This is an optimization exercise on Yosys and OpenROAD, whose aim is small area, not a production implementation. Function was checked by simulation only, so behaviour that the tests miss may differ from the original. Power and IR drop assume default switching activity.

`flow/run.sh`:
```
#!/bin/bash
# synth_recipe.tcl (not shown) runs the flow's synth.tcl, then flattens the netlist and writes it again
# the make line also repeats each setting of config.mk as NAME=value (left out here)
make -C /OpenROAD-flow-scripts/flow DESIGN_CONFIG=/design/flow/config.mk WORK_HOME=/design/flow/orfs CLKGATE_MAP_FILE= SYNTH_SCRIPT=/design/flow/synth_recipe.tcl finish
```
`flow/config.mk`:
```
export PLATFORM = sky130hd
export DESIGN_NAME = riscvboy_core_top
export DESIGN_NICKNAME = riscvboy_core_top
export VERILOG_FILES = /design/flow/design.v
export SDC_FILE = /design/flow/constraint.sdc
export NUM_CORES = 4
export LEC_CHECK = 0
export CAP_MARGIN = 20
export CORE_MARGIN = 2
export CORE_UTILIZATION = 40
export PLACE_DENSITY = 0.6
export SLEW_MARGIN = 20
```
`flow/constraint.sdc`:
```
create_clock -name core_clock -period 10.0 [get_ports {clk_sys}]
set_input_delay 2.0000 -clock core_clock [delete_from_list [all_inputs] [get_ports {clk_sys}]]
set_output_delay 2.0000 -clock core_clock [all_outputs]
set_load 0.01 [all_outputs]
```
`flow/design.v`:
```
module riscvboy_core_top #(
    parameter           PC_W    = 32,
    parameter           INS_W   = 32
) (
   input                clk_sys,
   input                rst     ,
   output               o_instr_ren,
   output [31:0]        o_instr_raddr    ,
   input  [INS_W-1:0]   i_instr_dina ,
   output               o_mem_wen,
   output [3:0]         o_mem_wbe,
   output               o_mem_ren,
   output [31:0]        o_mem_addr,
   input  [31:0]        i_mem_rdata,
   output [31:0]        o_mem_wdata
);
reg  [31:0] pc;         
reg         v_id;       
reg  [31:0] pc_id;      
reg  [31:0] ins;        
reg  [31:0] pc_e;       
reg         valid_e;    
reg         halted;     
reg         rdwen_m, wen_m, ren_m;
reg  [31:0] res_m, wd_m;
reg  [4:0]  rd_m;
reg  [2:0]  f3_m;
reg         rdwen_w, ld_w;
reg  [31:0] res_w;
reg  [4:0]  rd_w;
reg  [2:0]  f3_w;
reg  [32*32-1:0] rf;    
wire [6:0] opc = ins[6:0];
wire [2:0] f3  = ins[14:12];
wire [6:0] f7  = ins[31:25];
wire [4:0] a1  = ins[19:15];
wire [4:0] a2  = ins[24:20];
wire op_r   = (opc == 7'b0110011);
wire op_i   = (opc == 7'b0010011);
wire op_l   = (opc == 7'b0000011);
wire op_jr  = (opc == 7'b1100111);
wire op_b   = (opc == 7'b1100011);
wire op_s   = (opc == 7'b0100011);
wire op_sys = (opc == 7'b1110011);
wire op_lui = (opc == 7'b0110111);
wire op_aui = (opc == 7'b0010111);
wire op_jal = (opc == 7'b1101111);
wire f7z = (f7 == 7'b0000000);
wire f7s = (f7 == 7'b0100000);
wire f3_0 = (f3 == 3'd0);
wire f3_1 = (f3 == 3'd1);
wire f3_2 = (f3 == 3'd2);
wire f3_3 = (f3 == 3'd3);
wire f3_4 = (f3 == 3'd4);
wire f3_5 = (f3 == 3'd5);
wire f3_6 = (f3 == 3'd6);
wire f3_7 = (f3 == 3'd7);
wire alu_g  = (op_r & f7z) | op_i;        
wire alu_ri = op_r | op_i;
wire i_add  = alu_g & f3_0;
wire i_sub  = op_r & f7s & f3_0;
wire i_sll  = alu_ri & f7z & f3_1;
wire i_slt  = alu_g & f3_2;
wire i_sltu = alu_g & f3_3;
wire i_xor  = alu_g & f3_4;
wire i_srl  = alu_ri & f7z & f3_5;
wire i_sra  = alu_ri & f7s & f3_5;
wire i_or   = alu_g & f3_6;
wire i_and  = alu_g & f3_7;
wire i_jalr = op_jr & f3_0;
wire lval   = op_l & ~(f3[1] & f3[0]) & ~(f3[2] & f3[1]);    
wire sval   = op_s & ~f3[2] & ~(f3[1] & f3[0]);             
wire ecall_d = op_sys & f3_0 & (ins[31:20] == 12'd0);
wire need_rd = op_lui | op_aui | op_jal | op_jr | op_l | op_i | op_r | (op_sys & ~f3_0);
wire ecall_e = valid_e & ecall_d;
wire halt    = halted | ecall_e;
wire [31:0] imm_i = {{20{ins[31]}}, ins[31:20]};
wire [31:0] imm_s = {{20{ins[31]}}, ins[31:25], ins[11:7]};
wire [31:0] imm_b = {{19{ins[31]}}, ins[31], ins[7], ins[30:25], ins[11:8], 1'b0};
wire [31:0] imm_u = {ins[31:12], 12'b0};
wire [31:0] imm_j = {{11{ins[31]}}, ins[31], ins[19:12], ins[20], ins[30:21], 1'b0};
wire use_imm = op_i | op_l | op_s | op_jr | op_lui | op_jal;
wire [31:0] imm_a = ({32{op_i | op_l | op_jr}} & imm_i) |
                    ({32{op_s}}   & imm_s) |
                    ({32{op_lui}} & imm_u) |
                    ({32{op_jal}} & imm_j);
wire [31:0] imm_pc = ({32{op_jal | op_jr}} & 32'd4) |
                     ({32{op_aui}} & imm_u) |
                     ({32{op_b}}   & imm_b);
wire [31:0] ld_data;
wire [31:0] wb_data = ld_w ? ld_data : res_w;
wire kill1 = op_lui | op_jal;
wire fm1 = rdwen_m & (rd_m == a1) & (a1 != 5'd0);
wire fw1 = rdwen_w & (rd_w == a1) & (a1 != 5'd0) & ~fm1;
wire rf1 = ~fm1 & ~fw1 & ~kill1;
wire fm2 = rdwen_m & (rd_m == a2) & (a2 != 5'd0);
wire fw2 = rdwen_w & (rd_w == a2) & (a2 != 5'd0) & ~fm2;
wire rf2 = ~fm2 & ~fw2;
reg [31:0] rd1_or, rd2_or;
integer k;
always @(*) begin
    rd1_or = 32'd0;
    rd2_or = 32'd0;
    for (k = 1; k < 32; k = k + 1) begin
        rd1_or = rd1_or | ({32{rf1 & (a1 == k)}} & rf[k*32 +: 32]);
        rd2_or = rd2_or | ({32{rf2 & (a2 == k)}} & rf[k*32 +: 32]);
    end
end
wire [31:0] op1 = rd1_or |
                  ({32{fm1 & ~kill1}} & res_m) |
                  ({32{fw1 & ~kill1}} & wb_data) |
                  ({32{op_jal}} & pc_e);
wire [31:0] rs2v = rd2_or |
                  ({32{fm2}} & res_m) |
                  ({32{fw2}} & wb_data);
wire [31:0] op2 = use_imm ? imm_a : rs2v;
wire do_sub = i_sub | i_slt | i_sltu | op_b;
wire [32:0] sum_a = {1'b0, op1} + {1'b0, op2 ^ {32{do_sub}}} + {32'd0, do_sub};
wire [31:0] add_a = sum_a[31:0];
wire        eq  = (add_a == 32'd0);
wire        ltu = ~sum_a[32];
wire        lt  = (op1[31] ^ op2[31]) ? op1[31] : add_a[31];
wire [31:0] add_pc = pc_e + imm_pc;
wire take = op_b & ((f3[2] ? (f3[1] ? ltu : lt) : eq) ^ f3[0]) & ~(~f3[2] & f3[1]);
wire jump = valid_e & (op_jal | i_jalr | take);
wire [31:0] jtgt = (op_jal | op_jr) ? add_a : add_pc;
function [31:0] rev32(input [31:0] x);
    integer j;
    begin
        for (j = 0; j < 32; j = j + 1) rev32[j] = x[31 - j];
    end
endfunction
wire [4:0]  shamt = op2[4:0];
wire        fill  = i_sra & op1[31];
wire [31:0] sh_in = i_sll ? rev32(op1) : op1;
wire [31:0] sh_r  = $signed({fill, sh_in}) >>> shamt;
wire [31:0] sh_out = i_sll ? rev32(sh_r) : sh_r;
wire sel_a  = i_add | i_sub | lval | sval | op_lui;
wire sel_pc = op_jal | i_jalr | op_aui;
wire sel_sh = i_sll | i_srl | i_sra;
wire [31:0] result = ({32{sel_a}}  & add_a) |
                     ({32{sel_pc}} & add_pc) |
                     ({32{sel_sh}} & sh_out) |
                     ({32{i_xor}}  & (op1 ^ op2)) |
                     ({32{i_or}}   & (op1 | op2)) |
                     ({32{i_and}}  & (op1 & op2)) |
                     {31'd0, (i_slt & lt) | (i_sltu & ltu)};
reg [31:0] wdata;
always @(*) begin
    case (add_a[1:0])
        2'b00: wdata = rs2v;
        2'b01: wdata = {rs2v[23:0], rs2v[31:24]};
        2'b10: wdata = {rs2v[15:0], rs2v[31:16]};
        default: wdata = {rs2v[7:0], rs2v[31:8]};
    endcase
end
wire ld_id = v_id & (i_instr_dina[6:0] == 7'b0000011);
always @(posedge clk_sys or posedge rst) begin
    if (rst) begin
        pc      <= 32'd0;
        v_id    <= 1'b0;
        valid_e <= 1'b0;
        halted  <= 1'b0;
    end else begin
        if (~(halt | ld_id))
            pc <= jump ? jtgt : pc + 32'd4;
        v_id    <= ~(jump | halt);
        valid_e <= v_id & ~jump & ~halt;
        halted  <= halt;
    end
end
always @(posedge clk_sys) begin
    pc_id <= pc;
    pc_e  <= pc_id;
    ins   <= i_instr_dina;
end
assign o_instr_ren   = 1'b1;
assign o_instr_raddr = pc;
always @(posedge clk_sys or posedge rst) begin
    if (rst) begin
        rdwen_m <= 1'b0;
        wen_m   <= 1'b0;
        ren_m   <= 1'b0;
        rdwen_w <= 1'b0;
    end else begin
        rdwen_m <= valid_e & need_rd;
        wen_m   <= valid_e & sval;
        ren_m   <= valid_e & lval;
        rdwen_w <= rdwen_m;
    end
end
always @(posedge clk_sys) begin
    res_m <= result;
    wd_m  <= wdata;
    rd_m  <= ins[11:7];
    f3_m  <= f3;
    res_w <= res_m;
    rd_w  <= rd_m;
    f3_w  <= f3_m;
    ld_w  <= ren_m;
end
assign o_mem_wen   = wen_m;
assign o_mem_ren   = ren_m;
assign o_mem_addr  = res_m;
assign o_mem_wdata = wd_m;
assign o_mem_wbe   = f3_m[1] ? 4'b1111 :
                     f3_m[0] ? (4'b0011 << res_m[1:0]) :
                               (4'b0001 << res_m[1:0]);
wire [1:0]  lo = res_w[1:0];
wire [7:0]  lbyte = lo[1] ? (lo[0] ? i_mem_rdata[31:24] : i_mem_rdata[23:16])
                          : (lo[0] ? i_mem_rdata[15:8]  : i_mem_rdata[7:0]);
wire [15:0] lhalf = lo[1] ? i_mem_rdata[31:16] : i_mem_rdata[15:0];
wire        lsgn  = ~f3_w[2];
assign ld_data = f3_w[1] ? i_mem_rdata :
                 f3_w[0] ? {{16{lsgn & lhalf[15]}}, lhalf} :
                           {{24{lsgn & lbyte[7]}}, lbyte};
genvar g;
generate
    for (g = 1; g < 32; g = g + 1) begin : g_rf
        always @(posedge clk_sys)
            if (rdwen_w && (rd_w == g))
                rf[g*32 +: 32] <= wb_data;
    end
endgenerate
endmodule
```
==> impl_metrics.env <==
export IMPL_slew_headroom_pct=13.2
export IMPL_syn_avg_cell_area_um2=12.3
export IMPL_ys_types=103
export IMPL_rr_endpoint="pc[18]"
export IMPL_start_util_pct=40.2
export IMPL_cts_root_buffer="clkbuf_16"
export IMPL_grt_pass1_wl_mm=450
export IMPL_synth_flop_cell="edfxtp_1"
export IMPL_slowest_delay_ns=0.86
export IMPL_reg2reg_from="ins[18]"
export IMPL_synthCells=4887
export IMPL_r2r_slack_ns=0.31
export IMPL_io_buffers=167
export IMPL_die_w_um=391
export IMPL_num_fill_cells=13238
export IMPL_fp_dieH_um=391
export IMPL_p_leak_uw=0.0251
export IMPL_vias_per_cell=7.69
export IMPL_cp_required_ns=10.73
export IMPL_vdd_drop_max_uv=145
export IMPL_fin_skew_ns=0.0710
export IMPL_cts_buffers=134
export IMPL_outcome="complete, no violations"
export IMPL_grt_max_degree=54
export IMPL_crit_fanout=20
export IMPL_dr_first_iter_drc_count=13826
export IMPL_synth_warnings=1
export IMPL_min_from="pc_id[28]"
export IMPL_fin_crit_sh_pct=96.9
export IMPL_core_um2=149000
export IMPL_vias=56614
export IMPL_drv_slew=0
export IMPL_antenna_found_initial=32
export IMPL_routed_wl_mm=343
export IMPL_avgRoutedWirePerCell_um=46.6
export IMPL_num_rows=142
export IMPL_critical_path_startpoint="ins[18]"
export IMPL_fin_util_pct=47.8
export IMPL_dpl_cell_count=7085
export IMPL_arrival_ns=10.42
export IMPL_start_kind="flop"
export IMPL_cts_tree="yes"
export IMPL_drv_cap=0
export IMPL_synth_area_um2=60000
export IMPL_synth_edff_count=992
export IMPL_dp_hpwl_mm=217
export IMPL_instances_no_fill=7363
export IMPL_path_class="flop to flop"
export IMPL_cts_sinks=1240
export IMPL_place_congestion=1.06
export IMPL_ys_seq_area_share_pct=58.2
export IMPL_cts_hold_buf=0
export IMPL_clockBufferDepth=3
export IMPL_nets=5409
export IMPL_path_delay_family="simple AND/OR/NAND/NOR gates"
export IMPL_min_to="pc_e[28]"
export IMPL_dr_pass1_iters=11
export IMPL_tightestPinTransition_ns=1.29
export IMPL_p_per_area_nw_per_um2=200
export IMPL_setup_violations_final=0
export IMPL_hold_path_depth=0
export IMPL_h_tree_depth=4
export IMPL_crit_buf_inv=4
export IMPL_fin_crit_ns=9.69
export IMPL_cp_common_cell="buf_4"
export IMPL_async_flop_share_pct=3.15
export IMPL_ant_nets=0
export IMPL_worstSetupEndpointType="flop"
export IMPL_synth_fp_nets=5080
export IMPL_drc=0
export IMPL_grt_ovfl_total=0
export IMPL_num_io_pins=169
export IMPL_grt_pass1_vias=51447
export IMPL_hold_viol_final=0
export IMPL_synth_seq_cells=1240
export IMPL_gr_usage_all_layers_pct=43.5
export IMPL_grt_setup_unrepaired="no"
export IMPL_reg2regPathDepth=27
export IMPL_cts_clk_slew_worst_paths_ns=0.06
export IMPL_holdCritPathClass="flop to flop"
export IMPL_insertion_delay_ns=0.83
export IMPL_fmax_mhz=103
export IMPL_dieArea_um2=153000
export IMPL_drive_gt1_share_pct=15.2
export IMPL_syn2layout_area_growth_pct=19.0
export IMPL_slowest_stage="nor4_4"
cell usage after synthesis, types with 40 or more instances:
cell type    n  area share, %
o211ai_1    44           0.55
ha_1       125            2.6
buf_2       40           0.33
a22oi_1    515            6.4
buf_1       47           0.29
nor4_1      89           0.93
nor3_1      47           0.39
dfxtp_1    209            7.0
xnor2_1     88            1.3
a21oi_1    158            1.3
nor2_1     206            1.3
a21o_1      55           0.69
mux2i_1    153            2.6
a221oi_1   237            3.5
clkbuf_1   275            1.7
nand3_1    121            1.0
o21ai_0    107           0.89
nand2_1    221            1.4
edfxtp_1   992             50
inv_1      114           0.71
a22o_1     208            3.0
nand4_1    156            1.6
a222oi_1    89            1.5
cell families after synthesis:
family | Yosys count | share of synthesized area, %
other | 1 | 0.00625
adders and majority gates | 127 | 2.67
and+or+nand+nor | 1073 | 9.35
muxes | 199 | 3.86
buffers and inverters | 487 | 3.18
AOI/OAI and AO/OA | 1657 | 21.2
xor gates and xnor gates | 103 | 1.50
DFF | 1240 | 58.2
layout make-up:
| type | count | area, µm² | area share (%) |
|---|---|---|---|
| Antenna cell | 25 | 62.6 | 0.0875 |
| Clock buffer | 167 | 3640 | 5.10 |
| Clock inverter | 75 | 930 | 1.30 |
| Inverter | 118 | 443 | 0.620 |
| Multi-Input combinational cell | 3160 | 24000 | 33.6 |
| Sequential cell | 1240 | 34900 | 48.9 |
| Tap cell | 2016 | 2520 | 3.53 |
| Timing Repair Buffer | 562 | 4870 | 6.82 |
state kept, by name (all words and copies together), names as in the netlist, 5 cells and up:
signal	count
pc	32
pc_id	32
res_m	32
ins	32
rf	992
res_w	32
wd_m	32
pc_e	32
rd_w	5
rd_m	5
power breakdown:
group	switching (µW)	internal, µW	leakage [µW]
Combinational	1860	1030	0.0116
Sequential	401	5760	0.0113
Clock	2260	2970	0.00223
cell usage in the layout (no fill, tap or decap), types with 120 or more instances in the layout:
cell type,Yosys,routed
a21oi_1,158,155
edfxtp_1,992,992
dfxtp_1,209,208
nand4_1,156,156
buf_4,4,375
nand2_1,221,221
nand3_1,121,120
a221oi_1,237,237
nor2_1,206,173
clkdlybuf4s50_1,0,167
a22oi_1,515,515
mux2i_1,153,153
ha_1,125,125
clkbuf_16,0,139
a22o_1,208,208
repair_timing:
action,in CTS,in global routing
endpoints found under the setup margin,0,34
gates resized for setup,0,0
setup buffers,0,10
layer usage:
| metal | GRT usage [%] | share of wire (%) | wire [µm] |
|---|---|---|---|
| met3 | 21.9 | 17 | 59400 |
| met5 | 1.56 | 0.22 | 771 |
| met2 | 60.1 | 40 | 136000 |
| met4 | 34.7 | 10 | 35200 |
| met1 | 50.3 | 33 | 112000 |
worst max path at each step:
stage / depth (start not counted) / endpoint
after global routing: 26 / pc[18]
after detailed placement: 28 / pc[18]
after CTS: 32 / pc[18]
after floorplan: 27 / pc[29]
after global placement: 30 / pc[18]
final: 27 / pc[18]
per-stage QoR:
stage	TNS (ns)	hold WS (ns)	power (µW)	setup WS, ns	cell area [µm²]
detailed placement	0	0.312	8960	0.0371	66700
global placement	-0.253	0.310	8970	-0.0677	66700
global route	0	0.326	14500	0.00819	71400
finish	0	0.322	14300	0.311	71500
floorplan	0	0.310	7380	1.29	60000
CTS	0	0.319	14100	0.180	71300

==> what the ideal ports hide <==
How much do the figures lean on ideal ports? The routed layout below was timed once more, with nothing changed but the port constraints. Step 1: set_driving_cell puts a clkbuf_16 on clk_sys and a buf_2 on each other input, an assumption about the parent block. Step 2, shift: input delay + t, output delay - t, t = (earliest + latest rising clock arrival at the registers) / 2. This alone moves slack from input paths to output paths. Slacks: no drivers / after step 1 / after step 2; pairs: no drivers / after step 1.
t, ns: 0.881
setup WS [ns]: 0.311 / 0.311 / -0.466
worst register clock-pin slew, ns: 0.07 / 0.07
pins driven straight from the clock port: 1
With both steps, setup timing fails in this run, where it was met with ideal ports. The setup slack of this run moves by 0.000 ns with the drivers and by -0.777 ns with both steps.
